From an optimization exercise on the open Yosys and OpenROAD flow, aimed at small area and a short achievable clock period; shortcuts taken in it are not production practice. In this exercise RTL edits were held to simulation tests only and were not proved equivalent to the original.

==> flow/design.v (excerpt) <==
module iir_variable_filter (
    input  wire               clk,
    input  wire               reset_n,
    input  wire        [8:0]  filter_index,
    input  wire signed [15:0] data_in,
    output wire signed [31:0] data_out
);
    wire [83:0] cw;
    wire valid;
    coeff_selector coeff_sel (.filter_index(filter_index), .cw(cw), .valid(valid));
    iir_filter IIR (.clk(clk), .reset_n(reset_n), .data_in(data_in), .data_out(data_out), .cw(cw), .valid(valid));
endmodule
==> flow/config.mk <==
export PLATFORM = sky130hd
export DESIGN_NAME = iir_variable_filter
export DESIGN_NICKNAME = iir_variable_filter
export VERILOG_FILES = /design/flow/design.v
export SDC_FILE = /design/flow/constraint.sdc
export NUM_CORES = 4
export LEC_CHECK = 0
export ABC_AREA = 1
export CAP_MARGIN = 20
export CORE_MARGIN = 2
export CORE_UTILIZATION = 50
export CTS_BUF_LIST = sky130_fd_sc_hd__clkbuf_8 sky130_fd_sc_hd__clkbuf_16
export SETUP_SLACK_MARGIN = 5
export SLEW_MARGIN = 20
export SYNTH_HIERARCHICAL = 1
export TNS_END_PERCENT = 0
==> flow/constraint.sdc <==
create_clock -name core_clock -period 15.0 [get_ports {clk}]
set_input_delay 3.0000 -clock core_clock [delete_from_list [all_inputs] [get_ports {clk}]]
set_output_delay 3.0000 -clock core_clock [all_outputs]
set_load 0.01 [all_outputs]
standard.sh (not shown) runs the stock make flow with config.mk's settings and CLKGATE_MAP_FILE= SYNTH_SCRIPT=/design/flow/synth_recipe.tcl, a recipe that flattens the netlist after the stock synthesis.
==> flow/flow/run.sh <==
#!/bin/bash
# The standard layout (standard.sh: the standard flow's synthesis and ORFS flow, unchanged), except that the
# port buffers are the platform's smallest buffer (buffer_ports -buffer_cell) instead of the
# delay cell the resizer picks by default, and repair_timing aims for 5.5 ns of setup slack. make's full output goes to flow_make.log; ORFS keeps
# each step's own log under orfs/logs/.
set -euo pipefail
bash standard.sh "BUFFER_PORTS_ARGS=-buffer_cell sky130_fd_sc_hd__buf_1" SETUP_SLACK_MARGIN=5.5 finish > flow_make.log 2>&1
Edit:
==> flow/run.sh (new file) <==
#!/bin/bash
# synth_recipe.tcl (not shown) runs the flow's synth.tcl, then flattens the netlist and writes it again
# the make line also repeats each setting of config.mk as NAME=value (left out here)
make -C /OpenROAD-flow-scripts/flow DESIGN_CONFIG=/design/flow/config.mk WORK_HOME=/design/flow/orfs CLKGATE_MAP_FILE= SYNTH_SCRIPT=/design/flow/synth_recipe.tcl finish
GPL_TIMING_DRIVEN = 0   (was not set)
removed: flow/flow/run.sh
removed: flow/standard.sh
=> Design area fell slightly; worst setup slack degrades by 0.53 ns; count of clock-buffer cells in the layout rises by 2; register-to-register slack barely changes; cell count rises slightly.
Edit:
GPL_TIMING_DRIVEN = not set   (was 0)
What happened: The new run produced a clean layout. Global-route usage rises by 0.60 points. Sequential cell count stays the same. First-iteration DRC count stays flat. Clock skew is about the same. Worst setup slack improved by 0.097 ns. Final area fell by 3.7%. Via count goes down by 0.41%.
Edit:
CORE_UTILIZATION = 45   (was 50)
Final area climbs by 1.4%; wire length came out lower by 0.53%; clock-buffer cell count went up by 1.
Edit:
==> flow/flow/run.sh (new file) <==
#!/bin/bash
# The standard layout (standard.sh: the standard flow's synthesis and ORFS flow, unchanged), except that the
# port buffers are the platform's smallest buffer (buffer_ports -buffer_cell) instead of the
# delay cell the resizer picks by default. make's full output goes to flow_make.log; ORFS keeps
# each step's own log under orfs/logs/.
set -euo pipefail
bash standard.sh "BUFFER_PORTS_ARGS=-buffer_cell sky130_fd_sc_hd__buf_1" finish > flow_make.log 2>&1
==> flow/standard.sh (new file) <==
#!/bin/bash
# synth_recipe.tcl (not shown) runs the flow's synth.tcl, then flattens the netlist and writes it again
# the make line also repeats each setting of config.mk as NAME=value (left out here)
make -C /OpenROAD-flow-scripts/flow DESIGN_CONFIG=/design/flow/config.mk WORK_HOME=/design/flow/orfs CLKGATE_MAP_FILE= SYNTH_SCRIPT=/design/flow/synth_recipe.tcl "${@:-finish}"
CORE_UTILIZATION = 50   (was 45)
removed: flow/run.sh
What happened: Global-route usage rises by 4.1 points. Worst hold slack gets better by 0.0059 ns. Wire length hardly moves. Fmax falls by 1.0%. Clock skew rises by 0.0056 ns.
Edit:
==> flow/run.sh (new file) <==
#!/bin/bash
# synth_recipe.tcl (not shown) runs the flow's synth.tcl, then flattens the netlist and writes it again
# the make line also repeats each setting of config.mk as NAME=value (left out here)
make -C /OpenROAD-flow-scripts/flow DESIGN_CONFIG=/design/flow/config.mk WORK_HOME=/design/flow/orfs CLKGATE_MAP_FILE= SYNTH_SCRIPT=/design/flow/synth_recipe.tcl finish
CORE_UTILIZATION = 55   (was 50)
PLACE_DENSITY = 0.7   (was not set)
removed: flow/flow/run.sh
removed: flow/standard.sh
=>
- The new run passed the timing, design-rule and antenna checks
- cell count shrinks by 2.1%
- register-to-register slack got worse by 0.16 ns
- cell area rose by 0.83%
- die area goes down by 8.9%
- first-iteration DRC count went up by 19%
- flip-flop and latch count stays the same

Setup of job 5425:
iir_variable_filter, a different RTL version from the one above (not shown whole).
Size in the first run: ~140 flip-flops, ~59 I/O pins.
==> flow/config.mk <==
export PLATFORM = sky130hd
export DESIGN_NAME = iir_variable_filter
export DESIGN_NICKNAME = iir_variable_filter
export VERILOG_FILES = /design/flow/design.v
export SDC_FILE = /design/flow/constraint.sdc
export NUM_CORES = 4
export LEC_CHECK = 0
export CAP_MARGIN = 20
export CORE_MARGIN = 2
export CORE_UTILIZATION = 50
export CTS_BUF_LIST = sky130_fd_sc_hd__clkbuf_8 sky130_fd_sc_hd__clkbuf_16
export SETUP_SLACK_MARGIN = 5
export SLEW_MARGIN = 20
export SYNTH_HIERARCHICAL = 1
export TNS_END_PERCENT = 0
==> flow/constraint.sdc <==
create_clock -name core_clock -period 15.0 [get_ports {clk}]
set_input_delay 3.0000 -clock core_clock [delete_from_list [all_inputs] [get_ports {clk}]]
set_output_delay 3.0000 -clock core_clock [all_outputs]
set_load 0.01 [all_outputs]
==> flow/flow/run.sh <==
#!/bin/bash
# The standard layout (standard.sh: the standard flow's synthesis and ORFS flow, unchanged), except that the
# port buffers are the platform's smallest buffer (buffer_ports -buffer_cell) instead of the
# delay cell the resizer picks by default. make's full output goes to flow_make.log; ORFS keeps
# each step's own log under orfs/logs/.
set -euo pipefail
bash standard.sh "BUFFER_PORTS_ARGS=-buffer_cell sky130_fd_sc_hd__buf_1" finish > flow_make.log 2>&1
Job 5425 completed end to end with timing, DRC and antenna clean.
[inputs] job 652 vs job 5425
- ABC_AREA now 1, previously not set
==> flow/flow/run.sh <==
#!/bin/bash
# The standard layout (standard.sh: the standard flow's synthesis and ORFS flow, unchanged), except that the
# port buffers are the platform's smallest buffer (buffer_ports -buffer_cell) instead of the
# delay cell the resizer picks by default, and repair_timing aims for 6 ns of setup slack. make's full output goes to flow_make.log; ORFS keeps
# each step's own log under orfs/logs/.
set -euo pipefail
bash standard.sh "BUFFER_PORTS_ARGS=-buffer_cell sky130_fd_sc_hd__buf_1" SETUP_SLACK_MARGIN=6 finish > flow_make.log 2>&1
Notes after the runs:
- Per the final summary, job 652 finished and its layout is clean on timing, DRC and antenna.
- Job 652 falls short of job 5425 in initial detailed-routing violation count.
- Diff job 5425..job 652 | sequential-to-total area share from yosys stat | negligible
- Higher clock transition time at the flip-flop clock pins of the worst setup and hold paths was reported by job 652, not job 5425.
- Comparing job 5425 and job 652, the lower weighted congestion reported at the end of routability-driven placement was measured on job 5425.
- Post-synthesis compound-gate area fraction: lower on job 652
- Measured against each other, job 5425 and job 652 differ in minimum setup slack among reg-to-reg paths, the higher figure coming from job 5425.
- From job 5425 to job 652 the numbers moved as follows: layout clock buffer count down 1, arrival time at the worst endpoint has decreased, final instance count without filler cells climbed 429.
Setup changes, job 652 to job 7953
- CTS_BUF_LIST: sky130_fd_sc_hd__clkbuf_8 sky130_fd_sc_hd__clkbuf_16 -> sky130_fd_sc_hd__clkbuf_8
- TNS_END_PERCENT: 0 -> unset
- ABC_AREA: 1 -> unset
==> flow/flow/run.sh <==
#!/bin/bash
# The standard layout (standard.sh: the standard flow's synthesis and ORFS flow, unchanged), except that the
# port buffers are the platform's smallest buffer (buffer_ports -buffer_cell) instead of the
# delay cell the resizer picks by default. make's full output goes to flow_make.log; ORFS keeps
# each step's own log under orfs/logs/.
set -euo pipefail
bash standard.sh "BUFFER_PORTS_ARGS=-buffer_cell sky130_fd_sc_hd__buf_1" finish > flow_make.log 2>&1
==> comparison <==
- Note that the synthesized cell count recorded for job 652 amounts to 1.11 times the value seen in job 7953.
- Re worst setup slack after placement: job 7953 and job 652 aren't equal, and the higher value belongs to job 7953.
- Die size: job 7953 is under job 652
Here is what was changed in the inputs of job 7409 compared with job 7953.
- SLEW_MARGIN now 5, was 20
- CAP_MARGIN now 5, was 20
- TNS_END_PERCENT now 0, previously not set
## What came out
- Re arithmetic-cell share of the synthesized area counting full adders, half adders and majority gates: no difference whatsoever between job 7953 and job 7409.
- When the final numbers for job 7953 and job 7409 were put side by side, the area overhead of the layout relative to synthesis turned out to be smaller in job 7409.
- Summary of job 7409 over job 7953: register area was more or less identical, final cell area excluding filler cells has remained practically unchanged, share of the clock period used by the worst path neither gained nor lost much.
- The flow did not stop early for job 7409: all stages ran, and the layout cleared the timing, design-rule and antenna checks.
- Job 7953 was carried through to the last stage, and its layout satisfied the timing, design-rule and antenna checks.
- Job 7953 and job 7409 ended up with roughly the same number of standard cells in the layout, taps in and fillers out.
- Comparing job 7953 with job 7409, the required time of the worst setup path came out essentially unchanged.
Relative to job 7409, the following input files were edited for job 9894:
- CAP_MARGIN changed from 5 to 20
- CTS_BUF_LIST changed from sky130_fd_sc_hd__clkbuf_8 to sky130_fd_sc_hd__clkbuf_8 sky130_fd_sc_hd__clkbuf_16
- CTS_CLUSTER_SIZE newly set to 30
- ABC_AREA newly set to 1
- CTS_CLUSTER_DIAMETER newly set to 100
- SLEW_MARGIN changed from 5 to 20
--- outcome ---
| worst-margin pin slew | higher: job 7409 |
Compared with job 7409, job 9894 shows a lower count of buffer and inverter cells on the critical path.
Summary of job 9894 over job 7409: maximum net fanout on the critical path shows an increase of 13, detailed-route wire length was more or less identical.
The higher fraction of area in non-clock buffers came out of job 7409.
Compared to job 7409, job 9894 has count of cell instances traversed by the critical path 2 lower.
## Diff of input files: job 442 against job 9894
- SETUP_SLACK_MARGIN: 5 -> 4
- CTS_CLUSTER_DIAMETER: 100 -> unset
- ABC_AREA: 1 -> unset
- CTS_CLUSTER_SIZE: 30 -> unset
Results
Looking at share of the synthesized netlist area taken by xor and xnor gates, job 442 sits 0.31 points above job 9894. Lower violation count after the first detailed-routing iteration goes to job 442 over job 9894. From job 9894 to job 442 the numbers moved as follows: cell area fell about 1.7%, total wirelength of the detailed-routed design down about 5%, portion of the layout cell area used by clock cells shows no meaningful change, hold slack now larger. Lower worst setup margin goes to job 442 over job 9894. Job 9894 → job 442: sequential share of layout area saw an increase; total routing usage reported by global routing saw a decrease.

-- re-timing with driven ports --
No port has a modelled driver above. Below, the same layouts with a new extraction and two added sets of constraints.
Step 1: set_driving_cell puts a clkbuf_16 on clk and a buf_2 on each other input, an assumption about the parent block.
Step 2 times the ports against the registers' clock, not the clock port: input delays grow and output delays shrink by t, the midpoint of the rising clock arrivals with the driver on.
Three values: ideal, step 1, step 2; two values: the first two.
run | t, ns | slack for setup (ns) | worst slew at a driven data input, ns
the first run of note 1 | 0.568 | 5.608 / 5.642 / 5.074 | 0.05
the second run of note 1 | 0.569 | 5.082 / 5.116 / 4.548 | 0.07
the third run of note 1 | 0.579 | 5.179 / 5.227 / 4.648 | 0.04
the fourth run of note 1 | 0.563 | 5.198 / 5.245 / 4.682 | 0.04
the fifth run of note 1 | 0.559 | 5.097 / 5.138 / 4.579 | 0.03
the sixth run of note 1 | 0.561 | 5.051 / 5.096 / 4.535 | 0.05
job 5425 | 0.562 | 4.977 / 4.977 / 4.415 | 0.09
job 652 | 0.580 | 5.688 / 5.672 / 5.093 | 0.08
job 7953 | 0.652 | 4.968 / 4.969 / 4.317 | 0.08
job 7409 | 0.644 | 4.976 / 4.978 / 4.334 | 0.08
job 9894 | 0.558 | 5.107 / 5.143 / 4.585 | 0.04
job 442 | 0.566 | 4.202 / 4.239 / 3.673 | 0.08
After both steps every run listed still meets setup and hold. The setup slack of job 7953, which loses most, moves by +0.001 ns with the drivers and by -0.651 ns with both steps.
